Source: an optimization exercise on an open RTL-to-GDS flow (aim: small area). Production flows keep margins and buffers that such runs may drop.
In this exercise RTL edits were held to simulation tests only and were not proved equivalent to the original.

### design/flow/flow/run.sh
#!/bin/bash
# Standard ORFS layout (standard.sh, unchanged synthesis) with these changes:
#  - port buffers are buf_1 cells instead of the default pick
#  - clock tree synthesis uses clkbuf_8 and inserts no dummy balancing loads
# make's full output goes to standard.log in the work folder; each ORFS step
# also keeps its own log under orfs/logs/.
set -euo pipefail
export BUFFER_PORTS_ARGS="-buffer_cell sky130_fd_sc_hd__buf_1"
export CTS_ARGS="-sink_clustering_enable -repair_clock_nets -dont_use_dummy_load -buf_list sky130_fd_sc_hd__clkbuf_4 -root_buf sky130_fd_sc_hd__clkbuf_8 -sink_clustering_size 10"
bash standard.sh > standard.log 2>&1
### design/flow/standard.sh
#!/bin/bash
# synth_recipe.tcl (not shown) runs the flow's synth.tcl, then flattens the netlist and writes it again
# the make line also repeats each setting of config.mk as NAME=value (left out here)
make -C /OpenROAD-flow-scripts/flow DESIGN_CONFIG=/design/flow/config.mk WORK_HOME=/design/flow/orfs CLKGATE_MAP_FILE= SYNTH_SCRIPT=/design/flow/synth_recipe.tcl "${@:-finish}"
### design/flow/config.mk
export PLATFORM = sky130hd
export DESIGN_NAME = top_servo
export DESIGN_NICKNAME = top_servo
export VERILOG_FILES = /design/flow/design.v
export SDC_FILE = /design/flow/constraint.sdc
export NUM_CORES = 4
export LEC_CHECK = 0
export CAP_MARGIN = 20
export CORE_MARGIN = 2
export CORE_UTILIZATION = 60
export SLEW_MARGIN = 20
export SYNTH_HIERARCHICAL = 1
### design/flow/constraint.sdc
create_clock -name core_clock -period 20.0 [get_ports {clk}]
set_input_delay 4.0000 -clock core_clock [delete_from_list [all_inputs] [get_ports {clk}]]
set_output_delay 4.0000 -clock core_clock [all_outputs]
set_load 0.01 [all_outputs]
### design/flow/design.v
module fa (
	input  logic a,
	input  logic b,
	input  logic c,
	output logic s,
	output logic co
);
	assign s  = a ^ b ^ c;
	assign co = (a & b) | (a & c) | (b & c);
endmodule
module ha (
	input  logic a,
	input  logic b,
	output logic s,
	output logic co
);
	assign s  = a ^ b;
	assign co = a & b;
endmodule
module top_servo(
	input logic clk,
	input logic rst_n,
	input logic [11:0] target_pos,
	input logic [11:0] measured_pos,
	input logic [11:0] measured_current,
	output logic pwm_out,
	output logic [17:0] duty,
	output logic current_high
);
	wire [11:0] gtob_out = target_pos;
	wire [11:0] position_b_out = measured_pos;
	wire [11:0] current_b_out = measured_current;
	logic [16:0] duty_n;
	localparam [11:0] CURRENT_MAX = 12'd2500;
	localparam [19:0] LFSR_1M = 20'h875ea;
	localparam logic [31:0] ACC0 = 32'hfff9a502;    
	logic [12:0] x1, x2, x3, x4;
	logic [31:0] acc;
	logic [12:0] xin;
	logic [12:0] cx;
	assign xin[0] = gtob_out[0] ^ position_b_out[0];
	assign cx[1]  = gtob_out[0] | ~position_b_out[0];
	for (genvar i = 1; i < 12; i++) begin : g_xin
		fa u (.a(gtob_out[i]), .b(~position_b_out[i]), .c(cx[i]), .s(xin[i]), .co(cx[i+1]));
	end
	assign xin[12] = ~cx[12];
	wire [12:0] x2u = {~x2[12], x2[11:0]};
	wire [12:0] x3u = {~x3[12], x3[11:0]};
	wire [12:0] x4n = {x4[12], ~x4[11:0]};
	logic [13:0] p;
	logic [13:0] cp;
	ha u_p0 (.a(x3u[0]), .b(x4n[0]), .s(p[0]), .co(cp[1]));
	for (genvar i = 1; i < 13; i++) begin : g_p
		fa u (.a(x3u[i]), .b(x4n[i]), .c(cp[i]), .s(p[i]), .co(cp[i+1]));
	end
	assign p[13] = cp[13];
	logic [15:0] r;
	logic [15:0] cr;
	assign r[1:0] = x2u[1:0];
	ha u_r2 (.a(x2u[2]), .b(x2u[0]), .s(r[2]), .co(cr[3]));
	for (genvar i = 3; i < 13; i++) begin : g_r
		fa u (.a(x2u[i]), .b(x2u[i-2]), .c(cr[i]), .s(r[i]), .co(cr[i+1]));
	end
	ha u_r13 (.a(x2u[11]), .b(cr[13]), .s(r[13]), .co(cr[14]));
	ha u_r14 (.a(x2u[12]), .b(cr[14]), .s(r[14]), .co(cr[15]));
	assign r[15] = cr[15];
	logic [16:0] yu;
	logic [16:0] cy;
	assign yu[0] = p[0];
	ha u_y1 (.a(p[1]), .b(r[0]), .s(yu[1]), .co(cy[2]));
	for (genvar i = 2; i < 14; i++) begin : g_y
		fa u (.a(p[i]), .b(r[i-1]), .c(cy[i]), .s(yu[i]), .co(cy[i+1]));
	end
	ha u_y14 (.a(r[13]), .b(cy[14]), .s(yu[14]), .co(cy[15]));
	ha u_y15 (.a(r[14]), .b(cy[15]), .s(yu[15]), .co(cy[16]));
	assign yu[16] = r[15] ^ cy[16];
	logic [18:0] q;
	logic [18:0] cq;
	assign q[1:0] = yu[1:0];
	ha u_q2 (.a(yu[2]), .b(yu[0]), .s(q[2]), .co(cq[3]));
	for (genvar i = 3; i < 17; i++) begin : g_q
		fa u (.a(yu[i]), .b(yu[i-2]), .c(cq[i]), .s(q[i]), .co(cq[i+1]));
	end
	ha u_q17 (.a(yu[15]), .b(cq[17]), .s(q[17]), .co(cq[18]));
	assign q[18] = yu[16] ^ cq[18];
	logic [19:0] ctl;
	logic [20:0] cc;
	assign ctl[0] = acc[0];
	ha u_c1 (.a(acc[1]), .b(q[0]), .s(ctl[1]), .co(cc[2]));
	for (genvar i = 2; i < 20; i++) begin : g_c
		fa u (.a(acc[i]), .b(q[i-1]), .c(cc[i]), .s(ctl[i]), .co(cc[i+1]));
	end
	wire hi_ones = &acc[30:20];
	wire hi_zero = cc[20] ? (hi_ones & acc[31]) : ~|acc[31:20];
	wire neg     = acc[31] ^ (cc[20] & hi_ones);
	wire mid     = hi_zero & ~|ctl[19:17];      
	wire hi = ~neg & (~mid | (ctl[16:0] > 17'd100000));
	wire lo = neg | (mid & (ctl[16:0] < 17'd50000));
	logic [31:0] acc_sum;
	logic [31:0] ca;
	ha u_a0 (.a(acc[0]), .b(x2[0]), .s(acc_sum[0]), .co(ca[1]));
	for (genvar i = 1; i < 31; i++) begin : g_a
		fa u (.a(acc[i]), .b(x2[i < 13 ? i : 12]), .c(ca[i]), .s(acc_sum[i]), .co(ca[i+1]));
	end
	assign acc_sum[31] = acc[31] ^ x2[12] ^ ca[31];
	wire first = duty_n[16] & duty_n[15];
	always_ff @(posedge clk or negedge rst_n) begin
		if (!rst_n) begin
			x1 <= '0;
			x2 <= '0;
			x3 <= '0;
			x4 <= '0;
			acc <= ACC0;
			duty_n <= '1;
		end else begin
			x1 <= xin;
			x2 <= x1;
			x3 <= x2;
			x4 <= x3;
			acc <= acc_sum;
			if (first || lo)
				duty_n <= ~17'd50000;
			else if (hi)
				duty_n <= ~17'd100000;
			else
				duty_n <= ~ctl[16:0];
		end
	end
	localparam logic [19:0] ODD = 20'haaaaa;
	logic [19:0] st;
	wire  [19:0] lfsr = st ^ ODD;
	wire over = current_b_out > CURRENT_MAX;
	wire fb = ~(lfsr[19] ^ lfsr[16]);
	wire [19:0] lfsr_next = over ? {lfsr[18:0], fb} : 20'd0;
	always_ff @(posedge clk or negedge rst_n) begin
		if (!rst_n) begin
			st <= ODD;
			current_high <= 1'b0;
		end else begin
			st <= lfsr_next ^ ODD;
			current_high <= over & (current_high | (lfsr == LFSR_1M));
		end
	end
	logic [19:0] counter;
	logic [19:0] inc;
	logic [20:0] c;
	logic [17:0] b;
	assign inc[0] = ~counter[0];
	assign c[1] = counter[0];
	for (genvar i = 1; i < 20; i++) begin : g_inc
		ha u (.a(counter[i]), .b(c[i]), .s(inc[i]), .co(c[i+1]));
	end
	wire wrap = &{counter[19:16], counter[14], counter[9], c[6]};
	localparam logic [19:0] WRAP_INC = 20'd1000000;
	always_ff @(posedge clk or negedge rst_n) begin
		if (!rst_n)
			counter <= '0;
		else
			counter <= inc & ~({20{wrap}} & WRAP_INC);
	end
	wire [16:0] dutyp = ~duty_n;
	assign b[0] = 1'b0;
	for (genvar i = 0; i < 17; i++) begin : g_cmp
		assign b[i+1] = (~counter[i] & dutyp[i]) | (~counter[i] & b[i]) | (dutyp[i] & b[i]);
	end
	assign pwm_out = ~current_high & ~|counter[19:17] & b[17];
	assign duty = {1'b0, ~(duty_n | {17{current_high}})};
endmodule
==> flow_summary.yaml, run 1 <==
die:
  core_area_um2: 11560
  die-area_um2: 12870
  die_x_um: 113.5
  start_util_pct: 62.17
  die_h_um: 113.5
  ioPinCount: 58
  rows: 39
synth:
  synth_edf_count: 0
  ys_seq_area_share_pct: 50.23
  syn_avg_cell_area_um2: 15.10
  async_reset_ff_share_pct: 100.0
  netlist_instances: 476
  synth_seq_cells: 142
  synth_ff_type: "dfrtp_1"
  netlist_area_um2: 7189
  syn_nets: 652
  synth_warnings: 7
  synth_cell_type_count: 45
detailed_routing:
  vias_per_cell: 5.459
  drc: 0
  via_count: 3772
  drt_iter0_drc: 167
  wl_mm: 10.59
  ant_nets: 0
  post_drt_wl_per_cell_um: 15.32
  firstDrtPassIters: 4
critical_path:
  crit_slowest_cell: "fa_1"
  crit_top_cell: "fa_1"
  crit_fanout: 3
  cp-start-kind: "register"
  required_ns: 20.32
  cp_data_arrival_time_ns: 13.06
  path_class: "reg -> reg"
  critical_path.max_stage_delay_ns: 0.43
  crit_path_end_kind: "register"
global_routing:
  grt_pass1_wl_mm: 18.82
  grt_pass1_vias: 4046
  antenna_found_initial: 0
  grt.total_usage_pct: 19.12
  grt_max_degree: 75
  grt_overflow: 0
cells_and_area:
  nets: 726
  mostFrequentLayoutCell: "fa_1"
  mostFrequentLayoutCells: "fa_1 (107), dfrtp_1 (96), buf_1 (55), dfstp_2 (46), nor2_1 (35)"
  antenna_cells: 0
  layout-drive-gt1-share_pct: 13.32
  syn_to_final_growth_pct: 7.710
worst_hold_path:
  hold_path_class: "reg -> reg"
timing:
  fin_skew_ns: 0.03381
  max_freq_mhz: 78.48
  final.period_utilization_pct: 63.71
  finalHoldViolCount: 0
  max-slew-margin-rel_pct: 45.46
  setup-tns-final_ns: 0
  drv_slew: 0
  finalSetupViolCount: 0
  fin_ws_ns: 7.259
  rsz0062_at_grt: "false"
  period_minus_slack_ns: 12.74
  tightest_slew_ns: 0.8180
placed_design:
  place_congestion: 0.8015
  portBuffers: 56
  dp_hpwl_mm: 8.438
  pre_cts_slack_ns: 7.243
clock_network:
  post_cts_resized: 0
  cts_setup_buffers: 0
  clockBufferDepth: 2
  clk_latency_ns: 0.41
  hold_buffers: 0
  clkTransAtPathRegs_ns: 0.11
  cts_tree: "done"
  root_buffer: "clkbuf_8"
  clock-sinks: 142
  cts_htree_levels: 4
  cts_buffers: 17
run:
  drv_cap: 0
run_status:
  status: "finished clean"
flip-flops by register name (all words and copies together), names as in the netlist:
name / count
x3: 13
counter: 20
x4: 13
acc: 32
x2: 13
st: 20
duty_n: 17
x1: 13
current_high: 1
path summary, 6_finish.rpt:
check	from	end	slack (ns)	cells after the start
worst min-delay path	x1[4]$_DFF_PN0_	x2[4]$_DFF_PN0_	0.34	0
max in group asynchronous	rst_n	x2[7]$_DFF_PN0_	15.08	3
worst max register to register	acc[0]$_DFF_PN0_	acc[31]$_DFF_PN1_	7.26	33
min in group asynchronous	rst_n	counter[6]$_DFF_PN0_	3.51	1
worst min register to register	x1[4]$_DFF_PN0_	x2[4]$_DFF_PN0_	0.34	0
worst max-delay path	acc[0]$_DFF_PN0_	acc[31]$_DFF_PN1_	7.26	33
routing by layer:
metal  vias to the layer above  wire, um  GRT usage (%)
met5                         -         0              0
met4                         0       189          7.236
met3                        14       408          5.048
met2                        80      5184          29.54
met1                      1967      4804          26.77
li1                       1711         -              -
cell families (layout without fill, tap and decap cells):
family	count (synthesis)	in the layout	synth area share, %
adder cells (fa/ha/maj)	140	140	35.47
other	1	1	0.05216
XOR/XNOR	6	6	0.7309
AND/OR/NAND/NOR	94	94	6.335
AO/OA/AOI/OAI	56	56	5.204
buffers and inverters	37	109	1.984
flip-flops	142	142	50.23
worst max-delay path: cells and delay by family, from the launching register on:
family	cells	cell delay, ns
xor+xnor	2	0.31
fa+ha+maj	31	11.94
flops	1	0.41
Yosys cell counts, types with 2 or more instances:
| cell type | n | area [um2] |
|---|---|---|
| a211o_1 | 3 | 26.28 |
| a211oi_1 | 3 | 22.52 |
| a21oi_1 | 12 | 60.06 |
| a22oi_1 | 6 | 45.04 |
| and2b_1 | 2 | 15.01 |
| clkbuf_1 | 4 | 15.01 |
| dfrtp_1 | 96 | 2402 |
| dfstp_2 | 46 | 1209 |
| fa_1 | 107 | 2142 |
| ha_1 | 31 | 387.9 |
| inv_1 | 32 | 120.1 |
| maj3_1 | 2 | 20.02 |
| nand2_1 | 22 | 82.58 |
| nand3_1 | 4 | 20.02 |
| nand4_1 | 6 | 37.54 |
| nor2_1 | 35 | 131.4 |
| nor2b_1 | 7 | 43.79 |
| nor3_1 | 5 | 25.02 |
| nor4_1 | 4 | 25.02 |
| o21ai_0 | 10 | 50.05 |
| o21ai_1 | 5 | 25.02 |
| o22ai_1 | 2 | 12.51 |
| o31ai_1 | 3 | 22.52 |
| or3_4 | 2 | 22.52 |
| or4_1 | 3 | 22.52 |
| xnor2_1 | 4 | 35.03 |
| xor2_1 | 2 | 17.52 |
metrics by stage:
| stage | utilization [%] | area, um2 | hold WS (ns) | std cells |
|---|---|---|---|---|
| finish | 66.96 | 7744 | 0.3430 | 691 |
| global route | 66.96 | 7744 | 0.3648 | 691 |
| CTS | 66.72 | 7716 | 0.3521 | 690 |
| detailed placement | 65.56 | 7582 | 0.3370 | 673 |
| global placement | 65.56 | 7582 | 0.3341 | 673 |
| floorplan | - | 7189 | 0.3312 | 476 |
Yosys stat by module, one instance, submodules excluded:
module	cells	area, um2
ha	1	12.51
top_servo	339	4672
fa	1	20.02
area by class of cell:
type / instances / area (um2)
flip-flops and latches: 142 / 3611
fillers: 873 / 3821
multi-input cells: 297 / 3436
well taps: 143 / 178.9
clock buffers: 17 / 133.9
repair buffers: 60 / 264.0
inverters: 32 / 120.1
==> run 2, diff against run 1 <==
--- a/design/flow/flow/run.sh
+++ b/design/flow/flow/run.sh
@@ -2,5 +2,6 @@
 # Standard ORFS layout (standard.sh, unchanged synthesis) with these changes:
 #  - port buffers are buf_1 cells instead of the default pick
-#  - clock tree synthesis uses clkbuf_8 and inserts no dummy balancing loads
+#  - clock tree synthesis uses clkbuf_4 leaves under a clkbuf_8 root, in
+#    clusters of at most 10 sinks, and inserts no dummy balancing loads
 # make's full output goes to standard.log in the work folder; each ORFS step
 # also keeps its own log under orfs/logs/.
--- a/design/flow/config.mk
+++ b/design/flow/config.mk
@@ -8,5 +8,5 @@
 export CAP_MARGIN = 20
 export CORE_MARGIN = 2
-export CORE_UTILIZATION = 60
+export CORE_UTILIZATION = 75
 export SLEW_MARGIN = 20
 export SYNTH_HIERARCHICAL = 1
==> run 2 against run 1 <==
  * Flip-flop and latch count unchanged
  * Via count increased by 2.4%
  * Largest cell class unchanged
  * Global-route usage increased by 7.3 points
  * Non-clock buffer count decreased by 1
  * Critical endpoint unchanged
  * Die area decreased by 19%
==> flow_summary.yaml, run 2 <==
die:
  rows: 35
  core_area_um2: 9284
  ioPinCount: 58
  die_h_um: 101.9
  start_util_pct: 77.44
  die_x_um: 101.9
  die-area_um2: 10380
timing:
  max-slew-margin-rel_pct: 37.19
  rsz0062_at_grt: "false"
  final.period_utilization_pct: 64.86
  fin_skew_ns: 0.04479
  tightest_slew_ns: 0.9422
  drv_slew: 0
  finalSetupViolCount: 0
  setup-tns-final_ns: 0
  period_minus_slack_ns: 12.97
  max_freq_mhz: 77.08
  finalHoldViolCount: 0
placed_design:
  portBuffers: 56
  dp_hpwl_mm: 9.622
  place_congestion: 0.8410
critical_path:
  crit_path_end_kind: "register"
  path_class: "reg -> reg"
  crit_top_cell: "fa_1"
  crit_slowest_cell: "dfrtp_1"
  critical_path.max_stage_delay_ns: 0.42
  crit_fanout: 3
  required_ns: 20.32
  cp-start-kind: "register"
  cp_data_arrival_time_ns: 13.29
cells_and_area:
  fin_util_pct: 82.92
  top_register: "acc"
  mostFrequentLayoutCell: "fa_1"
  register_area_um2: 3611
  nFillCells: 500
  top_regs: "acc (32), counter (20), st (20)"
  syn_to_final_growth_pct: 7.083
  multi_input_area_um2: 3436
  nets: 725
  antenna_cells: 0
  mostFrequentLayoutCells: "fa_1 (107), dfrtp_1 (96), buf_1 (55), dfstp_2 (46), nor2_1 (35)"
  layout-drive-gt1-share_pct: 13.16
  largest_register_ffs: 32
global_routing:
  top_usage_layer: "met2"
  grt_util_met3_pct: 6.498
  met1_usage_pct: 34.83
  grt_overflow: 0
  grt_max_degree: 73
  antenna_found_initial: 0
  grt_pass1_wl_mm: 20.02
  grt_pass1_vias: 4238
  grt.total_usage_pct: 26.42
  grtUsageMet2_pct: 44.38
run_status:
  status: "finished clean"
synth:
  synth.most_common_cell: "fa_1"
  synth_ff_type: "dfrtp_1"
  netlist_instances: 476
  synth_common_cells: "fa_1 (107), dfrtp_1 (96), dfstp_2 (46), nor2_1 (35), inv_1 (32)"
  synth_warnings: 7
  synth_area_leaders: "dfrtp_1 (33%), fa_1 (30%), dfstp_2 (17%)"
  async_reset_ff_share_pct: 100.0
  netlist_area_um2: 7189
  synth_top_area_share_pct: 33.41
  syn_nets: 652
  synth_seq_cells: 142
  ys_seq_area_share_pct: 50.23
  yosysTopAreaCell: "dfrtp_1"
  syn_avg_cell_area_um2: 15.10
  synth_edf_count: 0
  synth_cell_type_count: 45
worst_hold_path:
  hold_path_class: "reg -> reg"
detailed_routing:
  wl_mm: 11.72
  vias_per_cell: 5.714
  drt_iter0_drc: 175
  via_count: 3863
  firstDrtPassIters: 4
  ant_nets: 0
  drc: 0
  post_drt_wl_per_cell_um: 17.33
clock_network:
  cts_buffers: 17
  cts_htree_levels: 4
  clk_latency_ns: 0.41
  cts_setup_buffers: 0
  clockBufferDepth: 2
  cts_tree: "done"
  clock-sinks: 142
  root_buffer: "clkbuf_8"
  clkTransAtPathRegs_ns: 0.12
  post_cts_resized: 0
  hold_buffers: 0
run:
  drv_cap: 0
[run 2: cell types whose count changed in the layout (fill, tap and decap cells not counted), sizes merged]
cell / delta
buf: -1
[run 2: final cells by class]
class	instances	share of cell area, %
clock buffer	17	1.739
inverter	32	1.560
multi-input combinational	297	44.63
sequential	142	46.90
tap	129	2.097
timing repair buffer	59	3.072
[run 2: logic make-up (layout without fill, tap and decap cells)]
| kind of cell | count (synthesis) | after routing | synth area share (%) |
|---|---|---|---|
| adders and majority gates | 140 | 140 | 35.47 |
| AOI/OAI and AO/OA | 56 | 56 | 5.204 |
| DFF | 142 | 142 | 50.23 |
| buffers and inverters | 37 | 108 | 1.984 |
| and+or+nand+nor | 94 | 94 | 6.335 |
| xor gates and xnor gates | 6 | 6 | 0.7309 |
| other | 1 | 1 | 0.05216 |
[run 2: routing by layer]
layer,share of wire [%],wire (um)
met1,41,4785
met2,54,6294
met4,1.2,143
met3,4.2,494
met5,0,0
[run 2: stage by stage]
step           hold WS, ns  setup WS [ns]  instance area, um2  std cells
2_1_floorplan       0.3312          7.656                7189        476
3_5_place_dp        0.3355          7.017                7565        659
4_1_cts             0.3623          6.991                7699        676
3_3_place_gp        0.3347          7.439                7565        659
6_report            0.3618          7.027                7699        676
5_1_grt             0.3687          6.569                7699        676
[run 2: worst paths after layout]
kind | start | to | slack [ns] | cells after the start
max | acc[0]$_DFF_PN0_ | acc[31]$_DFF_PN1_ | 7.03 | 33
min | x1[5]$_DFF_PN0_ | x2[5]$_DFF_PN0_ | 0.36 | 0
max reg2reg | acc[0]$_DFF_PN0_ | acc[31]$_DFF_PN1_ | 7.03 | 33
min reg2reg | x1[5]$_DFF_PN0_ | x2[5]$_DFF_PN0_ | 0.36 | 0
max in group asynchronous | rst_n | acc[7]$_DFF_PN0_ | 14.85 | 2
min in group asynchronous | rst_n | counter[19]$_DFF_PN0_ | 3.74 | 1
[run 2: critical path, delay by kind of cell (launching register included)]
kind,cells,cell delay (ns)
fa+ha+maj,31,12.17
xor+xnor,2,0.33
flops,1,0.42
[run 2: per-module statistics from Yosys, one instance, submodules excluded]
module	flops+latches	cells inside	cell area (um2)
top_servo	142	339	4672
fa	0	1	20.02
ha	0	1	12.51
==> run 3, diff against run 2 <==
--- a/design/flow/config.mk
+++ b/design/flow/config.mk
@@ -8,5 +8,5 @@
 export CAP_MARGIN = 20
 export CORE_MARGIN = 2
-export CORE_UTILIZATION = 75
+export CORE_UTILIZATION = 60
 export SLEW_MARGIN = 20
 export SYNTH_HIERARCHICAL = 1
==> run 3 against run 2 <==
  * Routed wire length shrank 9.6%
  * Die area grew 24%
  * Critical path depth is the same
  * Worst setup slack gained 0.23 ns
  * Non-clock buffer count grew 1
  * Global-route usage shrank 7.3 points
  * Sequential share of layout area shrank 0.27 points
  * Largest cell class unchanged
  * Register-to-register slack gained 0.23 ns
  * Clock-buffer cell count is the same
  * Critical path type unchanged
==> flow_summary.yaml, run 3 <==
run_status:
  status: "finished clean"
synth:
  netlist_instances: 476
  netlist_area_um2: 7189
  synth_cell_type_count: 45
  synth_top_area_share_pct: 33.41
  yosysTopAreaCell: "dfrtp_1"
  syn_avg_cell_area_um2: 15.10
  async_reset_ff_share_pct: 100.0
  synth_common_cells: "fa_1 (107), dfrtp_1 (96), dfstp_2 (46), nor2_1 (35), inv_1 (32)"
  synth_ff_type: "dfrtp_1"
  ys_seq_area_share_pct: 50.23
  syn_nets: 652
  synth_seq_cells: 142
  synth_edf_count: 0
  synth_area_leaders: "dfrtp_1 (33%), fa_1 (30%), dfstp_2 (17%)"
  synth.most_common_cell: "fa_1"
  synth_warnings: 7
die:
  start_util_pct: 62.17
  die_h_um: 113.5
  rows: 39
  die_x_um: 113.5
  die-area_um2: 12870
  core_area_um2: 11560
  ioPinCount: 58
cells_and_area:
  mostFrequentLayoutCells: "fa_1 (107), dfrtp_1 (96), buf_1 (55), dfstp_2 (46), nor2_1 (35)"
  syn_to_final_growth_pct: 7.710
  stdcell_area_um2: 7744
  top_register: "acc"
  antenna_cells: 0
  largest_register_ffs: 32
  nFillCells: 873
  instances_no_fill: 691
  layout-drive-gt1-share_pct: 13.32
  mostFrequentLayoutCell: "fa_1"
  top_regs: "acc (32), counter (20), st (20)"
  nets: 726
placed_design:
  dp_cells: 673
  place_congestion: 0.8015
  portBuffers: 56
  pre_cts_slack_ns: 7.243
  dp_hpwl_mm: 8.438
  place_area_um2: 7582
timing:
  final.period_utilization_pct: 63.71
  period_minus_slack_ns: 12.74
  setup-tns-final_ns: 0
  tightest_slew_ns: 0.8180
  max_freq_mhz: 78.48
  max-slew-margin-rel_pct: 45.46
  drv_slew: 0
  finalHoldViolCount: 0
  hold_slack_ns: 0.3430
  fin_ws_ns: 7.259
  rsz0062_at_grt: "false"
  fin_skew_ns: 0.03381
  finalSetupViolCount: 0
critical_path:
  cp_data_arrival_time_ns: 13.06
  cp-start-kind: "register"
  critical_path.max_stage_delay_ns: 0.43
  required_ns: 20.32
  crit_top_cell: "fa_1"
  path_class: "reg -> reg"
  crit_fanout: 3
  crit_slowest_cell: "fa_1"
  crit_path_end_kind: "register"
clock_network:
  cts_setup_buffers: 0
  post_cts_resized: 0
  cts_htree_levels: 4
  hold_buffers: 0
  clk_latency_ns: 0.41
  cts_buffers: 17
  clkTransAtPathRegs_ns: 0.11
  clockBufferDepth: 2
  cts_tree: "done"
  clock-sinks: 142
  root_buffer: "clkbuf_8"
global_routing:
  grt_pass1_wl_mm: 18.82
  grt_max_degree: 75
  grt_pass1_vias: 4046
  grt.total_usage_pct: 19.12
  antenna_found_initial: 0
  grt_overflow: 0
detailed_routing:
  via_count: 3772
  post_drt_wl_per_cell_um: 15.32
  firstDrtPassIters: 4
  wl_mm: 10.59
  ant_nets: 0
  vias_per_cell: 5.459
  drc: 0
  drt_iter0_drc: 167
worst_hold_path:
  hold_path_class: "reg -> reg"
run:
  drv_cap: 0
==> run 3: layout make-up <==
| cell class | count | area (um2) | share of cell area, % |
|---|---|---|---|
| Multi-Input combinational cell | 297 | 3436 | 44.37 |
| Timing Repair Buffer | 60 | 264.0 | 3.409 |
| Inverter | 32 | 120.1 | 1.551 |
| Tap cell | 143 | 178.9 | 2.311 |
| Clock buffer | 17 | 133.9 | 1.729 |
| Sequential cell | 142 | 3611 | 46.63 |
==> run 3: per-stage QoR <==
step           utilization (%)
4_1_cts                  66.72
3_3_place_gp             65.56
6_report                 66.96
5_1_grt                  66.96
3_5_place_dp             65.56
2_1_floorplan                -
==> run 3: Yosys stat by module (local to each module, per instance) <==
module / flops+latches / times used
top_servo: 142 / 1
fa: 0 / 107
ha: 0 / 30
==> run 3: cell families after synthesis <==
logic type / after synthesis / synth area share (%)
simple gates: 94 / 6.335
xor+xnor: 6 / 0.7309
compound gates: 56 / 5.204
flops: 142 / 50.23
buf+inv: 37 / 1.984
fa+ha+maj: 140 / 35.47
other cells: 1 / 0.05216
==> run 3: worst paths after layout <==
kind | start | to | slack, ns | cells after the start
hold reg to reg | x1[4]$_DFF_PN0_ | x2[4]$_DFF_PN0_ | 0.34 | 0
min in group asynchronous | rst_n | counter[6]$_DFF_PN0_ | 3.51 | 1
max in group asynchronous | rst_n | x2[7]$_DFF_PN0_ | 15.08 | 3
hold / removal | x1[4]$_DFF_PN0_ | x2[4]$_DFF_PN0_ | 0.34 | 0
setup reg to reg | acc[0]$_DFF_PN0_ | acc[31]$_DFF_PN1_ | 7.26 | 33
setup / recovery | acc[0]$_DFF_PN0_ | acc[31]$_DFF_PN1_ | 7.26 | 33
==> run 3: layer usage <==
metal	vias up	GRT usage [%]	share of wire, %
met5	-	0	0
met4	0	7.236	1.8
met3	14	5.048	3.9
met2	80	29.54	49
met1	1967	26.77	45
li1	1711	-	-
==> run 3: critical path, delay by kind of cell, from the launching register on <==
| kind | cells | cell delay, ns |
|---|---|---|
| adders and majority gates | 31 | 11.94 |
| DFF | 1 | 0.41 |
| xor gates and xnor gates | 2 | 0.31 |
==> run 4, diff against run 3 <==
==> design/flow/flow/run.sh (replaced) <==
#!/bin/bash
# Layout flow: the standard ORFS flow (standard.sh) with these changes:
#  - after the standard synthesis, the combinational glue logic (everything
#    but the flip-flops, adder cells and tie cells) is re-mapped by Yosys/ABC
#    with an area-oriented script (flow/remap.ys, flow/remap.abc); registers
#    keep their names and cell types
#  - port buffers are buf_1 cells instead of the default pick
#  - clock tree synthesis uses clkbuf_4 leaves under a clkbuf_8 root, in
#    clusters of at most 10 sinks, and inserts no dummy balancing loads
# Logs in the work folder: synth.log (standard synthesis), remap.log (the
# re-mapping), standard.log (the rest of the flow); each ORFS step also keeps
# its own log under orfs/logs/.
set -euo pipefail
export BUFFER_PORTS_ARGS="-buffer_cell sky130_fd_sc_hd__buf_1"
export CTS_ARGS="-sink_clustering_enable -repair_clock_nets -dont_use_dummy_load -buf_list sky130_fd_sc_hd__clkbuf_4 -root_buf sky130_fd_sc_hd__clkbuf_8 -sink_clustering_size 10"

R=orfs/results/${FLOW_PLATFORM}/top_servo/base
LIB=${FLOW_HOME}/platforms/${FLOW_PLATFORM}/lib/sky130_fd_sc_hd__tt_025C_1v80.lib
YOSYS=$(command -v yosys || true)
[[ -n "$YOSYS" ]] || YOSYS=${FLOW_HOME}/../tools/install/yosys/bin/yosys

bash standard.sh synth > synth.log 2>&1

cp "$R/1_2_yosys.v" "$R/1_2_yosys_standard.v"
sed -e "s|LIBFILE|$LIB|g" -e "s|INFILE|$R/1_2_yosys_standard.v|" \
    -e "s|OUTFILE|$R/1_2_yosys.v|" -e "s|ABCSCRIPT|$PWD/flow/remap.abc|" \
    flow/remap.ys > remap_run.ys
"$YOSYS" -s remap_run.ys > remap.log 2>&1
rm -f "$R/1_synth.odb" "$R/1_synth.sdc"

bash standard.sh > standard.log 2>&1
==> design/flow/flow/remap.abc (new file) <==
&get -n
&st
&dch -f
&nf -p -R 1000
&put
topo
==> design/flow/flow/remap.ys (new file) <==
# Re-map the combinational glue of the standard synthesis netlist with an
# area-oriented ABC script. Flip-flops, adder cells and tie cells stay as they
# are (black boxes), so every register keeps its name and cell type.
# run.sh fills in LIBFILE, INFILE, OUTFILE and ABCSCRIPT.
read_liberty -overwrite -ignore_miss_func LIBFILE
blackbox sky130_fd_sc_hd__fa_* sky130_fd_sc_hd__ha_* sky130_fd_sc_hd__df* sky130_fd_sc_hd__conb_*
read_verilog -overwrite INFILE
hierarchy -top top_servo
flatten -noscopeinfo
rename -hide w:_*_.*
opt_clean -purge
abc -liberty LIBFILE -dont_use *probe* -dont_use *lpflow* -script ABCSCRIPT
read_liberty -lib -overwrite LIBFILE
opt_clean -purge
hilomap -singleton -hicell sky130_fd_sc_hd__conb_1 HI -locell sky130_fd_sc_hd__conb_1 LO
splitnets
opt_clean -purge
insbuf -buf sky130_fd_sc_hd__buf_4 A X
opt_clean -purge
tee -o remap_check.txt check -assert
tee -o remap_stat.txt stat -liberty LIBFILE
write_verilog -noattr -noexpr -nohex -nodec OUTFILE
==> run 4 against run 3 <==
  * Global-route usage hardly changed
  * Non-clock buffer count is 2 higher
  * Final cell count is 1.3% lower
  * Die area is 1.5% lower
  * Register-to-register slack worse by 0.06 ns
  * Routed wire length is 4.0% lower
  * Worst setup slack worse by 0.056 ns
  * Clock-buffer cell count stayed put
  * Area after synthesis is 1.5% lower
  * Worst hold slack worse by 0.012 ns
  * Via count is 4.1% lower
  * Critical endpoint unchanged
  * Largest cell class unchanged
==> flow_summary.yaml, run 4 <==
synth:
  synth_warnings: 7
  syn_avg_cell_area_um2: 15.35
  netlist_area_um2: 7078
  syn_nets: 637
  netlist_instances: 461
cells_and_area:
  largest_register_ffs: 32
  mostFrequentLayoutCells: "fa_1 (107), dfrtp_1 (96), buf_1 (55), dfstp_2 (46), nor2_1 (39)"
  top_register: "acc"
  nets: 717
  register_area_um2: 3611
  syn_to_final_growth_pct: 8.255
  antenna_cells: 0
  mostFrequentLayoutCell: "fa_1"
  top_regs: "acc (32), counter (20), st (20)"
  nFillCells: 864
  stdcell_area_um2: 7662
  layout-drive-gt1-share_pct: 12.99
  multi_input_area_um2: 3343
critical_path:
  path_class: "reg -> reg"
  cp-start-kind: "register"
  cp_data_arrival_time_ns: 13.11
  crit_slowest_cell: "dfrtp_1"
  critical_path.max_stage_delay_ns: 0.43
  required_ns: 20.32
  crit_fanout: 4
  worst-path-buf-inv: 0
  crit_top_cell: "fa_1"
  crit_path_end_kind: "register"
  critical-path-top-delay-family: "adder cells"
placed_design:
  portBuffers: 56
  place_area_um2: 7501
  place_congestion: 0.7822
  dp_hpwl_mm: 8.169
detailed_routing:
  via_count: 3616
  wl_mm: 10.17
  post_drt_wl_per_cell_um: 14.90
  drt_iter0_drc: 124
  vias_per_cell: 5.302
  firstDrtPassIters: 4
  drc: 0
  ant_nets: 0
timing:
  drv_slew: 0
  max_freq_mhz: 78.14
  rsz0062_at_grt: "false"
  final.period_utilization_pct: 63.99
  tightest_slew_ns: 0.7123
  finalSetupViolCount: 0
  setup-tns-final_ns: 0
  max-slew-margin-rel_pct: 52.51
  finalHoldViolCount: 0
  period_minus_slack_ns: 12.80
  fin_skew_ns: 0.03415
run:
  drv_cap: 0
die:
  ioPinCount: 58
  start_util_pct: 61.72
  rows: 39
  die_x_um: 112.6
  die-area_um2: 12680
  die_h_um: 112.6
  core_area_um2: 11470
clock_network:
  cts_tree: "done"
  cts_setup_buffers: 0
  clockBufferDepth: 2
  cts_buffers: 17
  clock-sinks: 142
  hold_buffers: 0
  post_cts_resized: 0
  clkTransAtPathRegs_ns: 0.11
  clk_latency_ns: 0.41
  root_buffer: "clkbuf_8"
  cts_htree_levels: 4
global_routing:
  grt.total_usage_pct: 19.07
  antenna_found_initial: 0
  grt_max_degree: 82
  grt_pass1_vias: 3898
  grt_pass1_wl_mm: 18.48
  grt_overflow: 0
worst_hold_path:
  hold_path_class: "reg -> reg"
run_status:
  status: "finished clean"
run 4: worst paths after layout:
kind / start / end / slack (ns) / cells after the start
setup / recovery: x2[0]$_DFF_PN0_ / acc[31]$_DFF_PN1_ / 7.20 / 33
hold / removal: x1[5]$_DFF_PN0_ / x2[5]$_DFF_PN0_ / 0.33 / 0
setup reg to reg: x2[0]$_DFF_PN0_ / acc[31]$_DFF_PN1_ / 7.20 / 33
hold reg to reg: x1[5]$_DFF_PN0_ / x2[5]$_DFF_PN0_ / 0.33 / 0
max in group asynchronous: rst_n / x2[8]$_DFF_PN0_ / 15.38 / 3
min in group asynchronous: rst_n / st[6]$_DFF_PN0_ / 3.57 / 2
run 4: layout make-up:
type	count	share of cell area, %
repair buffers	62	3.641
clock buffers	17	1.747
well taps	143	2.335
flip-flops and latches	142	47.13
inverters	31	1.519
multi-input cells	287	43.63
run 4: layer usage:
metal  global-route usage (%)  vias to the layer above  part of all wire, %  wire (um)
li1                         -                     1676                    -          -
met4                    6.179                        0                  1.3        128
met1                    27.47                     1857                   46       4679
met2                    28.66                       72                   49       4951
met5                        0                        -                    0          0
met3                    5.724                       11                  4.0        405
run 4: per-stage QoR:
step | instances | hold slack, ns | utilization (%) | setup WS [ns]
floorplan | 461 | 0.3312 | - | 7.641
global placement | 664 | 0.3314 | 65.41 | 7.402
detailed placement | 664 | 0.3356 | 65.41 | 7.169
CTS | 681 | 0.3289 | 66.58 | 7.136
global route | 682 | 0.3412 | 66.82 | 6.709
finish | 682 | 0.3309 | 66.82 | 7.202
==> run 5, diff against run 4 <==
==> design/flow/flow/run.sh (replaced) <==
#!/bin/bash
# Layout flow: the standard ORFS flow (standard.sh) with these changes:
#  - after the standard synthesis, the combinational glue logic (everything
#    but the flip-flops, adder cells and tie cells) is re-mapped by Yosys/ABC
#    with an area-oriented script (flow/remap.ys, flow/remap.abc); registers
#    keep their names and cell types. The ABC script is run with random seeds
#    1..8 and the netlist with the smallest cell area is kept (first seed on
#    a tie), so the result is deterministic.
#  - port buffers are buf_1 cells instead of the default pick
#  - clock tree synthesis uses clkbuf_4 leaves under a clkbuf_8 root, in
#    clusters of at most 10 sinks, and inserts no dummy balancing loads
# Logs in the work folder: synth.log (standard synthesis), remap_<seed>.log
# (the re-mappings), standard.log (the rest of the flow); each ORFS step also
# keeps its own log under orfs/logs/.
set -euo pipefail
export BUFFER_PORTS_ARGS="-buffer_cell sky130_fd_sc_hd__buf_1"
export CTS_ARGS="-sink_clustering_enable -repair_clock_nets -dont_use_dummy_load -buf_list sky130_fd_sc_hd__clkbuf_4 -root_buf sky130_fd_sc_hd__clkbuf_8 -sink_clustering_size 10"

R=orfs/results/${FLOW_PLATFORM}/top_servo/base
LIB=${FLOW_HOME}/platforms/${FLOW_PLATFORM}/lib/sky130_fd_sc_hd__tt_025C_1v80.lib
YOSYS=$(command -v yosys || true)
[[ -n "$YOSYS" ]] || YOSYS=${FLOW_HOME}/../tools/install/yosys/bin/yosys

bash standard.sh synth > synth.log 2>&1

cp "$R/1_2_yosys.v" "$R/1_2_yosys_standard.v"
mkdir -p remap
best=""
best_area=""
for seed in 1 2 3 4 5 6 7 8; do
  sed -e "s|SEED|$seed|" flow/remap.abc > remap/remap_$seed.abc
  sed -e "s|LIBFILE|$LIB|g" -e "s|INFILE|$R/1_2_yosys_standard.v|" \
      -e "s|OUTFILE|remap/netlist_$seed.v|" -e "s|ABCSCRIPT|$PWD/remap/remap_$seed.abc|" \
      -e "s|remap_check.txt|remap/check_$seed.txt|" -e "s|remap_stat.txt|remap/stat_$seed.txt|" \
      flow/remap.ys > remap/remap_$seed.ys
  if "$YOSYS" -s remap/remap_$seed.ys > remap_$seed.log 2>&1; then
    area=$(awk '/Chip area for module/ {print $NF}' remap/stat_$seed.txt | tail -1)
    if [[ -n "$area" ]] && { [[ -z "$best" ]] || awk -v a="$area" -v b="$best_area" 'BEGIN{exit !(a < b)}'; }; then
      best=$seed
      best_area=$area
    fi
  fi
done
echo "remap: seed $best, area $best_area" > remap_choice.txt
if [[ -n "$best" ]]; then
  cp "remap/netlist_$best.v" "$R/1_2_yosys.v"
  rm -f "$R/1_synth.odb" "$R/1_synth.sdc"
fi

bash standard.sh > standard.log 2>&1
==> design/flow/flow/remap.abc (replaced) <==
&get -n
&deepsyn -J 50 -S SEED
&dch -f
&nf -p -R 1000
&put
topo
==> run 5 against run 4 <==
  * Clock-buffer cell count unchanged
  * Clock skew increased by 0.0046 ns
  * Final cell count decreased by 2.1%
  * Sequential share of layout area increased by 0.73 points
  * Flip-flop and latch count unchanged
  * Register-to-register slack improved by 0.19 ns
  * Worst setup slack improved by 0.19 ns
==> flow_summary.yaml, run 5 <==
detailed_routing:
  vias_per_cell: 5.301
  via_count: 3541
  post_drt_wl_per_cell_um: 15.21
  drc: 0
  ant_nets: 0
  firstDrtPassIters: 4
  wl_mm: 10.16
  drt_iter0_drc: 175
cells_and_area:
  syn_to_final_growth_pct: 7.851
  mostFrequentLayoutCell: "fa_1"
  antenna_cells: 0
  layout-drive-gt1-share_pct: 12.95
  instances_no_fill: 668
  largest_register_ffs: 32
  nets: 703
  mostFrequentLayoutCells: "fa_1 (107), dfrtp_1 (96), buf_1 (55), dfstp_2 (46)"
  top_register: "acc"
  top_regs: "acc (32), counter (20), st (20)"
global_routing:
  grt_pass1_vias: 3921
  grt_max_degree: 74
  grt_pass1_wl_mm: 18.34
  antenna_found_initial: 0
  grt.total_usage_pct: 18.92
  grt_overflow: 0
timing:
  setup-tns-final_ns: 0
  tightest_slew_ns: 0.9315
  max-slew-margin-rel_pct: 37.90
  period_minus_slack_ns: 12.61
  fin_ws_ns: 7.395
  rsz0062_at_grt: "false"
  drv_slew: 0
  fin_skew_ns: 0.03871
  finalHoldViolCount: 0
  finalSetupViolCount: 0
  final.period_utilization_pct: 63.03
  max_freq_mhz: 79.33
critical_path:
  crit_fanout: 4
  path_class: "reg -> reg"
  crit_slowest_cell: "dfrtp_1"
  required_ns: 20.32
  critical_path.max_stage_delay_ns: 0.43
  crit_top_cell: "fa_1"
  cp_data_arrival_time_ns: 12.93
  crit_path_end_kind: "register"
  cp-start-kind: "register"
die:
  start_util_pct: 61.28
  ioPinCount: 58
  core_area_um2: 11420
  die_x_um: 112.0
  die_h_um: 112.0
  die-area_um2: 12540
  rows: 39
synth:
  synth_warnings: 7
  netlist_instances: 449
  syn_avg_cell_area_um2: 15.58
  syn_nets: 625
  netlist_area_um2: 6997
clock_network:
  cts_htree_levels: 4
  clock-sinks: 142
  clk_latency_ns: 0.41
  cts_buffers: 17
  hold_buffers: 0
  root_buffer: "clkbuf_8"
  cts_tree: "done"
  clkTransAtPathRegs_ns: 0.10
  cts_setup_buffers: 0
  clockBufferDepth: 2
  post_cts_resized: 0
placed_design:
  dp_hpwl_mm: 8.179
  dp_cells: 651
  portBuffers: 56
  pre_cts_slack_ns: 7.391
  place_congestion: 0.7546
run_status:
  status: "finished clean"
run:
  drv_cap: 0
worst_hold_path:
  hold_path_class: "reg -> reg"
## run 5: metrics by stage
| step | hold slack, ns | cell area, um2 | util [%] |
|---|---|---|---|
| after detailed placement | 0.3347 | 7412 | 64.91 |
| after floorplan | 0.3312 | 6997 | - |
| after global placement | 0.3348 | 7412 | 64.91 |
| final | 0.3572 | 7546 | 66.09 |
| after global routing | 0.3676 | 7546 | 66.09 |
| after CTS | 0.3597 | 7546 | 66.09 |
## run 5: worst paths after layout
kind	startpoint	to	slack [ns]	depth (start not counted)
min in group asynchronous	rst_n	counter[9]$_DFF_PN0_	3.73	1
min	x1[10]$_DFF_PN0_	x2[10]$_DFF_PN0_	0.36	0
max	x2[0]$_DFF_PN0_	acc[31]$_DFF_PN1_	7.39	32
max in group asynchronous	rst_n	x3[7]$_DFF_PN0_	14.86	2
max reg2reg	x2[0]$_DFF_PN0_	acc[31]$_DFF_PN1_	7.39	32
min reg2reg	x1[10]$_DFF_PN0_	x2[10]$_DFF_PN0_	0.36	0
## run 5: worst max-delay path, delay by kind of cell, from the launching register on
kind       cells  cell delay, ns
fa+ha+maj     31           11.95
flops          1            0.43
xor+xnor       1            0.16
## run 5: layout make-up
| cell class | instances | area, um2 |
|---|---|---|
| Timing Repair Buffer | 60 | 244.0 |
| Fill cell | 836 | 3872 |
| Inverter | 32 | 120.1 |
| Multi-Input combinational cell | 274 | 3258 |
| Clock buffer | 17 | 133.9 |
| Sequential cell | 142 | 3611 |
| Tap cell | 143 | 178.9 |
## run 5: routing by layer
metal	track usage, %	vias to the layer above	wire, um
met1	25.33	1858	4373
met3	5.661	9	399
met2	30.67	56	5278
li1	-	1618	-
met5	0	-	0
met4	5.854	0	108
==> run 6, diff against run 5 <==
--- a/design/flow/flow/run.sh
+++ b/design/flow/flow/run.sh
@@ -2,5 +2,5 @@
 # Layout flow: the standard ORFS flow (standard.sh) with these changes:
 #  - after the standard synthesis, the combinational glue logic (everything
-#    but the flip-flops, adder cells and tie cells) is re-mapped by Yosys/ABC
+#    but the flip-flops, full-adder cells and tie cells) is re-mapped by Yosys/ABC
 #    with an area-oriented script (flow/remap.ys, flow/remap.abc); registers
 #    keep their names and cell types. The ABC script is run with random seeds
--- a/design/flow/flow/remap.ys
+++ b/design/flow/flow/remap.ys
@@ -1,8 +1,9 @@
 # Re-map the combinational glue of the standard synthesis netlist with an
-# area-oriented ABC script. Flip-flops, adder cells and tie cells stay as they
-# are (black boxes), so every register keeps its name and cell type.
+# area-oriented ABC script. Flip-flops, full-adder cells and tie cells stay as
+# they are (black boxes), so every register keeps its name and cell type; half
+# adders are re-mapped with the rest.
 # run.sh fills in LIBFILE, INFILE, OUTFILE and ABCSCRIPT.
 read_liberty -overwrite -ignore_miss_func LIBFILE
-blackbox sky130_fd_sc_hd__fa_* sky130_fd_sc_hd__ha_* sky130_fd_sc_hd__df* sky130_fd_sc_hd__conb_*
+blackbox sky130_fd_sc_hd__fa_* sky130_fd_sc_hd__df* sky130_fd_sc_hd__conb_*
 read_verilog -overwrite INFILE
 hierarchy -top top_servo
--- a/design/flow/config.mk
+++ b/design/flow/config.mk
@@ -8,5 +8,5 @@
 export CAP_MARGIN = 20
 export CORE_MARGIN = 2
-export CORE_UTILIZATION = 60
+export CORE_UTILIZATION = 70
 export SLEW_MARGIN = 20
 export SYNTH_HIERARCHICAL = 1
==> run 6 against run 5 <==
  * Die area decreased by 14%
  * Sequential share of layout area increased by 0.30 points
  * Synthesized cell count increased by 5.8%
==> flow_summary.yaml, run 6 <==
run_status:
  status: "finished clean"
detailed_routing:
  post_drt_wl_per_cell_um: 15.67
  drt_iter0_drc: 163
  vias_per_cell: 5.479
  ant_nets: 0
  drc: 0
  via_count: 3742
  wl_mm: 10.70
  firstDrtPassIters: 4
die:
  die_x_um: 103.8
  start_util_pct: 71.59
  rows: 36
  core_area_um2: 9729
  die_h_um: 103.8
  die-area_um2: 10760
  ioPinCount: 58
cells_and_area:
  antenna_cells: 0
  top_register: "acc"
  mostFrequentLayoutCell: "fa_1"
  syn_to_final_growth_pct: 7.652
  mostFrequentLayoutCells: "fa_1 (107), dfrtp_1 (96), buf_1 (55), nor2_1 (51), dfstp_2 (46)"
  layout-drive-gt1-share_pct: 12.18
  instances_no_fill: 683
  largest_register_ffs: 32
  nets: 697
  top_regs: "acc (32), counter (20), st (20)"
timing:
  period_minus_slack_ns: 12.76
  hold_slack_ns: 0.3563
  max_freq_mhz: 78.35
  drv_slew: 0
  finalHoldViolCount: 0
  setup-tns-final_ns: 0
  finalSetupViolCount: 0
  rsz0062_at_grt: "false"
  fin_skew_ns: 0.03177
  max-slew-margin-rel_pct: 50.48
  tightest_slew_ns: 0.7428
  final.period_utilization_pct: 63.82
critical_path:
  r2r_cells: 32
  r2r_slack_ns: 7.24
  critical_path.max_stage_delay_ns: 0.46
  required_ns: 20.35
  critical-path-top-delay-family: "adder cells"
  reg2reg_to: "acc[31]$_DFF_PN1_"
  crit_top_cell: "fa_1"
  worst-path-buf-inv: 0
  cp_data_arrival_time_ns: 13.11
  r2r_start: "x2[0]$_DFF_PN0_"
  path_class: "reg -> reg"
  crit_path_end_kind: "register"
  cp-start-kind: "register"
  crit_fanout: 7
  crit_slowest_cell: "dfrtp_1"
run:
  drv_cap: 0
placed_design:
  portBuffers: 56
  place_congestion: 0.8249
  dp_hpwl_mm: 8.436
  dp_cells: 666
global_routing:
  grt_max_degree: 85
  grt_overflow: 0
  grt_pass1_wl_mm: 19.65
  antenna_found_initial: 0
  grt.total_usage_pct: 23.83
  grt_pass1_vias: 4159
worst_hold_path:
  hold_path_class: "reg -> reg"
  holdPathEnd: "x2[12]$_DFF_PN0_"
  hold_depth: 0
  hp-start: "x1[12]$_DFF_PN0_"
clock_network:
  clockBufferDepth: 2
  clk_latency_ns: 0.42
  cts_tree: "done"
  cts_setup_buffers: 0
  post_cts_resized: 0
  root_buffer: "clkbuf_8"
  clock-sinks: 142
  clkTransAtPathRegs_ns: 0.10
  cts_buffers: 17
  hold_buffers: 0
  cts_htree_levels: 4
synth:
  synth_warnings: 7
  syn_nets: 620
  netlist_area_um2: 6965
  syn_avg_cell_area_um2: 14.66
  netlist_instances: 475
[run 6: cell type report]
type	instances	area [um2]
Tap cell	133	166.4
Fill cell	601	2231
Inverter	27	101.3
Multi-Input combinational cell	305	3246
Timing Repair Buffer	59	240.2
Sequential cell	142	3611
Clock buffer	17	133.9
[run 6: stage by stage]
stage	setup slack, ns	util (%)	instance area (um2)
2_1_floorplan	7.819	-	6965
3_5_place_dp	7.235	75.66	7361
3_3_place_gp	7.577	75.66	7361
5_1_grt	6.744	77.07	7498
6_report	7.237	77.07	7498
4_1_cts	7.209	77.03	7495
[run 6: layer usage]
metal | global-route usage (%) | part of all wire [%] | vias up
li1 | - | - | 1688
met5 | 0 | 0 | -
met1 | 33.03 | 42 | 1940
met4 | 7.819 | 1.2 | 0
met3 | 6.230 | 4.3 | 13
met2 | 38.08 | 52 | 101
[run 6: worst max-delay path by stage]
stage	startpoint	end	slack, ns	cells after the start
after floorplan	x2[0]$_DFF_PN0_	acc[31]$_DFF_PN1_	7.82	32
after global placement	x2[0]$_DFF_PN0_	acc[31]$_DFF_PN1_	7.58	32
after detailed placement	x2[0]$_DFF_PN0_	acc[31]$_DFF_PN1_	7.24	32
after CTS	x2[0]$_DFF_PN0_	acc[31]$_DFF_PN1_	7.21	32
after global routing	x2[0]$_DFF_PN0_	acc[31]$_DFF_PN1_	6.74	32
final	x2[0]$_DFF_PN0_	acc[31]$_DFF_PN1_	7.24	32
==> run 7, diff against run 6 <==
--- a/design/flow/config.mk
+++ b/design/flow/config.mk
@@ -8,5 +8,5 @@
 export CAP_MARGIN = 20
 export CORE_MARGIN = 2
-export CORE_UTILIZATION = 70
+export CORE_UTILIZATION = 60
 export SLEW_MARGIN = 20
 export SYNTH_HIERARCHICAL = 1
==> run 7 against run 6 <==
  * Final cell count grew 1.6%
  * Area after synthesis is the same
  * Cell area grew 0.22%
  * Maximum frequency grew 0.61%
  * First-iteration DRC count grew 9.8%
  * Worst setup slack gained 0.077 ns
  * Flip-flop and latch count is the same
  * Global-route usage shrank 4.4 points
  * Clock-buffer cell count is the same
  * Clock skew grew 0.0024 ns
==> flow_summary.yaml, run 7 <==
run_status:
  status: "finished clean"
placed_design:
  pre_cts_slack_ns: 7.317
  portBuffers: 56
  place_congestion: 0.7912
  place_area_um2: 7381
  dp_hpwl_mm: 8.152
worst_hold_path:
  hold_path_class: "reg -> reg"
  holdPathEnd: "x2[5]$_DFF_PN0_"
  hp-start: "x1[5]$_DFF_PN0_"
  hold_depth: 0
timing:
  max_freq_mhz: 78.83
  fin_ws_ns: 7.314
  hold_slack_ns: 0.3563
  period_minus_slack_ns: 12.69
  rsz0062_at_grt: "false"
  setup-tns-final_ns: 0
  finalSetupViolCount: 0
  drv_slew: 0
  max-slew-margin-rel_pct: 51.77
  tightest_slew_ns: 0.7179
  fin_skew_ns: 0.03413
  finalHoldViolCount: 0
  final.period_utilization_pct: 63.43
cells_and_area:
  antenna_cells: 0
  top_register: "acc"
  layout-drive-gt1-share_pct: 12.34
  mostFrequentLayoutCell: "fa_1"
  stdcell_area_um2: 7515
  nets: 698
  fin_util_pct: 66.09
  largest_register_ffs: 32
  syn_to_final_growth_pct: 7.886
  top_regs: "acc (32), counter (20), st (20)"
  nFillCells: 855
  mostFrequentLayoutCells: "fa_1 (107), dfrtp_1 (96), buf_1 (55), nor2_1 (51), dfstp_2 (46)"
detailed_routing:
  wl_mm: 10.37
  post_drt_wl_per_cell_um: 14.95
  firstDrtPassIters: 5
  vias_per_cell: 5.370
  routed.top_layer: "met4"
  met3RoutedLength_um: 446
  ant_nets: 0
  drc: 0
  wl_met2_mm: 5.048
  wl_met1_mm: 4.732
  drt_iter0_drc: 179
  via_count: 3727
clock_network:
  clock-sinks: 142
  cts_setup_buffers: 0
  post_cts_resized: 0
  clk_latency_ns: 0.42
  cts_htree_levels: 4
  hold_buffers: 0
  clockBufferDepth: 2
  root_buffer: "clkbuf_8"
  cts_buffers: 17
  cts_tree: "done"
  clkTransAtPathRegs_ns: 0.12
die:
  die_h_um: 111.7
  die_x_um: 111.7
  rows: 39
  ioPinCount: 58
  die-area_um2: 12490
  start_util_pct: 61.26
  core_area_um2: 11370
global_routing:
  grt_max_degree: 55
  grt_pass1_vias: 4102
  antenna_found_initial: 0
  grt_pass1_wl_mm: 18.87
  grt.total_usage_pct: 19.45
  grt_overflow: 0
critical_path:
  r2r_slack_ns: 7.31
  crit_path_end_kind: "register"
  path_class: "reg -> reg"
  critical_path.max_stage_delay_ns: 0.42
  crit_top_cell: "fa_1"
  cp_data_arrival_time_ns: 13.02
  critical-path-top-delay-family: "adder cells"
  r2r_start: "acc[0]$_DFF_PN0_"
  reg2reg_to: "acc[31]$_DFF_PN1_"
  required_ns: 20.34
  crit_fanout: 3
  worst-path-buf-inv: 0
  r2r_cells: 32
  crit_slowest_cell: "dfrtp_1"
  cp-start-kind: "register"
synth:
  syn_nets: 620
  syn_avg_cell_area_um2: 14.66
  synth_warnings: 7
  netlist_area_um2: 6965
  netlist_instances: 475
run:
  drv_cap: 0
[run 7: through the flow]
step | cells
floorplan | 475
global placement | 677
detailed placement | 677
CTS | 694
global route | 694
finish | 694
[run 7: cell type report]
cell class              count  area (um2)  area share (%)
clock buffers              17       133.9           1.782
inverters                  27       101.3           1.349
multi-input cells         305        3246           43.19
flip-flops and latches    142        3611           48.05
well taps                 143       178.9           2.381
repair buffers             60       244.0           3.247
[run 7: how the worst max path moves through the flow]
stage                      from  depth (start not counted)           endpoint
2_1_floorplan   x2[0]$_DFF_PN0_                         32  acc[31]$_DFF_PN1_
4_1_cts        acc[0]$_DFF_PN0_                         32  acc[31]$_DFF_PN1_
6_report       acc[0]$_DFF_PN0_                         32  acc[31]$_DFF_PN1_
5_1_grt         x2[0]$_DFF_PN0_                         32  acc[31]$_DFF_PN1_
3_5_place_dp    x2[0]$_DFF_PN0_                         32  acc[31]$_DFF_PN1_
3_3_place_gp    x2[0]$_DFF_PN0_                         32  acc[31]$_DFF_PN1_
[run 7: per-layer routing]
layer | GRT usage [%] | vias up
li1 | - | 1701
met1 | 27.34 | 1937
met2 | 29.90 | 78
met3 | 5.444 | 11
met4 | 6.996 | 0
met5 | 0 | -
==> run 8, diff against run 7 <==
--- a/design/flow/config.mk
+++ b/design/flow/config.mk
@@ -6,7 +6,7 @@
 export NUM_CORES = 4
 export LEC_CHECK = 0
-export CAP_MARGIN = 20
+export CAP_MARGIN = 0
 export CORE_MARGIN = 2
 export CORE_UTILIZATION = 60
-export SLEW_MARGIN = 20
+export SLEW_MARGIN = 0
 export SYNTH_HIERARCHICAL = 1
==> run 8 against run 7 <==
  * Still clean on timing, DRC and antenna
  * Maximum frequency did not move
  * Clock-buffer cell count did not move
  * Register-to-register slack barely moved
  * Largest cell class unchanged
==> flow_summary.yaml, run 8 <==
cells_and_area:
  multi_input_area_um2: 3246
  register_area_um2: 3611
  top_regs: "acc (32), counter (20), st (20)"
  layout-drive-gt1-share_pct: 12.34
  top_register: "acc"
  nets: 698
  largest_register_ffs: 32
  syn_to_final_growth_pct: 7.886
  fin_util_pct: 66.09
  antenna_cells: 0
  mostFrequentLayoutCell: "fa_1"
  mostFrequentLayoutCells: "fa_1 (107), dfrtp_1 (96), buf_1 (55), nor2_1 (51), dfstp_2 (46)"
  nFillCells: 855
  stdcell_area_um2: 7515
timing:
  rsz0062_at_grt: "false"
  finalSetupViolCount: 0
  tightest_slew_ns: 0.7179
  final.period_utilization_pct: 63.43
  fin_ws_ns: 7.314
  finalHoldViolCount: 0
  max_freq_mhz: 78.83
  drv_slew: 0
  period_minus_slack_ns: 12.69
  fin_skew_ns: 0.03413
  setup-tns-final_ns: 0
  max-slew-margin-rel_pct: 51.77
critical_path:
  crit_slowest_cell: "dfrtp_1"
  crit_path_end_kind: "register"
  crit_path_start: "acc[0]$_DFF_PN0_"
  required_ns: 20.34
  cp_data_arrival_time_ns: 13.02
  crit_fanout: 3
  r2r_start: "acc[0]$_DFF_PN0_"
  cp-start-kind: "register"
  critical_path.max_stage_delay_ns: 0.42
  crit_top_cell: "fa_1"
  path_class: "reg -> reg"
die:
  die-area_um2: 12490
  rows: 39
  die_h_um: 111.7
  core_area_um2: 11370
  die_x_um: 111.7
  ioPinCount: 58
  start_util_pct: 61.26
detailed_routing:
  vias_per_cell: 5.370
  drt_iter0_drc: 179
  wl_mm: 10.37
  via_count: 3727
  drc: 0
  firstDrtPassIters: 5
  ant_nets: 0
  post_drt_wl_per_cell_um: 14.95
synth:
  netlist_area_um2: 6965
  netlist_instances: 475
  syn_avg_cell_area_um2: 14.66
  syn_nets: 620
  synth_warnings: 7
placed_design:
  pre_cts_slack_ns: 7.317
  portBuffers: 56
  dp_hpwl_mm: 8.152
  place_congestion: 0.7912
  place_area_um2: 7381
clock_network:
  post_cts_resized: 0
  clockBufferDepth: 2
  cts_tree: "done"
  clkTransAtPathRegs_ns: 0.12
  clk_latency_ns: 0.42
  hold_buffers: 0
  cts_htree_levels: 4
  root_buffer: "clkbuf_8"
  clock-sinks: 142
  cts_buffers: 17
  cts_setup_buffers: 0
worst_hold_path:
  hp-start: "x1[5]$_DFF_PN0_"
  hold_path_class: "reg -> reg"
global_routing:
  grt_overflow: 0
  grt_pass1_vias: 4102
  grt_max_degree: 55
  grt_pass1_wl_mm: 18.87
  grt.total_usage_pct: 19.45
  antenna_found_initial: 0
run_status:
  status: "finished clean"
run:
  drv_cap: 0
[run 8: path summary, 6_finish.rpt]
kind                                      to  slack [ns]  cells past startpoint
setup / recovery           acc[31]$_DFF_PN1_        7.31                     32
hold / removal               x2[5]$_DFF_PN0_        0.36                      0
setup reg to reg           acc[31]$_DFF_PN1_        7.31                     32
hold reg to reg              x2[5]$_DFF_PN0_        0.36                      0
max in group asynchronous    x4[5]$_DFF_PN0_       14.80                      3
min in group asynchronous    x4[0]$_DFF_PN0_        3.59                      1
[run 8: critical path, delay by kind of cell, from the launching register on]
kind | cells | cell delay (ns)
adder cells (fa/ha/maj) | 30 | 11.79
XOR/XNOR | 1 | 0.20
AND/OR/NAND/NOR | 1 | 0.20
flip-flops | 1 | 0.42
[run 8: metrics by stage]
stage          cells  hold slack [ns]
6_report         694           0.3563
5_1_grt          694           0.3650
4_1_cts          694           0.3601
3_5_place_dp     677           0.3364
3_3_place_gp     677           0.3318
2_1_floorplan    475           0.3312
[run 8: routing by layer]
layer	track usage, %	wire (um)	up-vias
met4	6.996	146	0
li1	-	-	1701
met2	29.90	5048	78
met3	5.444	446	11
met1	27.34	4732	1937
met5	0	0	-
[run 8: area by class of cell]
class                   instances  share of cell area, %
well taps                     143                  2.381
clock buffers                  17                  1.782
flip-flops and latches        142                  48.05
inverters                      27                  1.349
multi-input cells             305                  43.19
repair buffers                 60                  3.247

[port drivers added, routing unchanged]
Ports are ideal in the flow. The routed layouts listed here were re-timed in OpenROAD. Step 1 (the two cells are an assumption about what drives the block):
set clk [get_ports {clk}]
set_driving_cell -lib_cell sky130_fd_sc_hd__clkbuf_16 $clk
set_driving_cell -lib_cell sky130_fd_sc_hd__buf_2 [delete_from_list [all_inputs] $clk]
Step 2 times the ports against the registers' clock, not the clock port: input delays grow and output delays shrink by t, the midpoint of the rising clock arrivals with the driver on. Three values: ideal, step 1, step 2; two values: the first two.
run	shift t [ns]	setup slack, ns	worst hold slack (ns)	worst setup path after step 2	pins driven straight from the clock port
run 1	0.432	7.259 / 7.259 / 7.259	0.343 / 0.343 / 0.343	register to register	1
run 2	0.424	7.027 / 7.027 / 7.027	0.362 / 0.362 / 0.362	register to register	1
run 3	0.432	7.259 / 7.259 / 7.259	0.343 / 0.343 / 0.343	register to register	1
run 4	0.428	7.202 / 7.202 / 7.202	0.331 / 0.331 / 0.331	register to register	1
run 5	0.426	7.395 / 7.395 / 7.395	0.357 / 0.357 / 0.357	register to register	1
run 6	0.439	7.237 / 7.237 / 7.237	0.356 / 0.356 / 0.356	register to register	1
run 7	0.441	7.314 / 7.314 / 7.314	0.356 / 0.356 / 0.356	register to register	1
run 8	0.441	7.314 / 7.314 / 7.314	0.356 / 0.356 / 0.356	register to register	1
After both steps setup and hold are still met in every run listed.
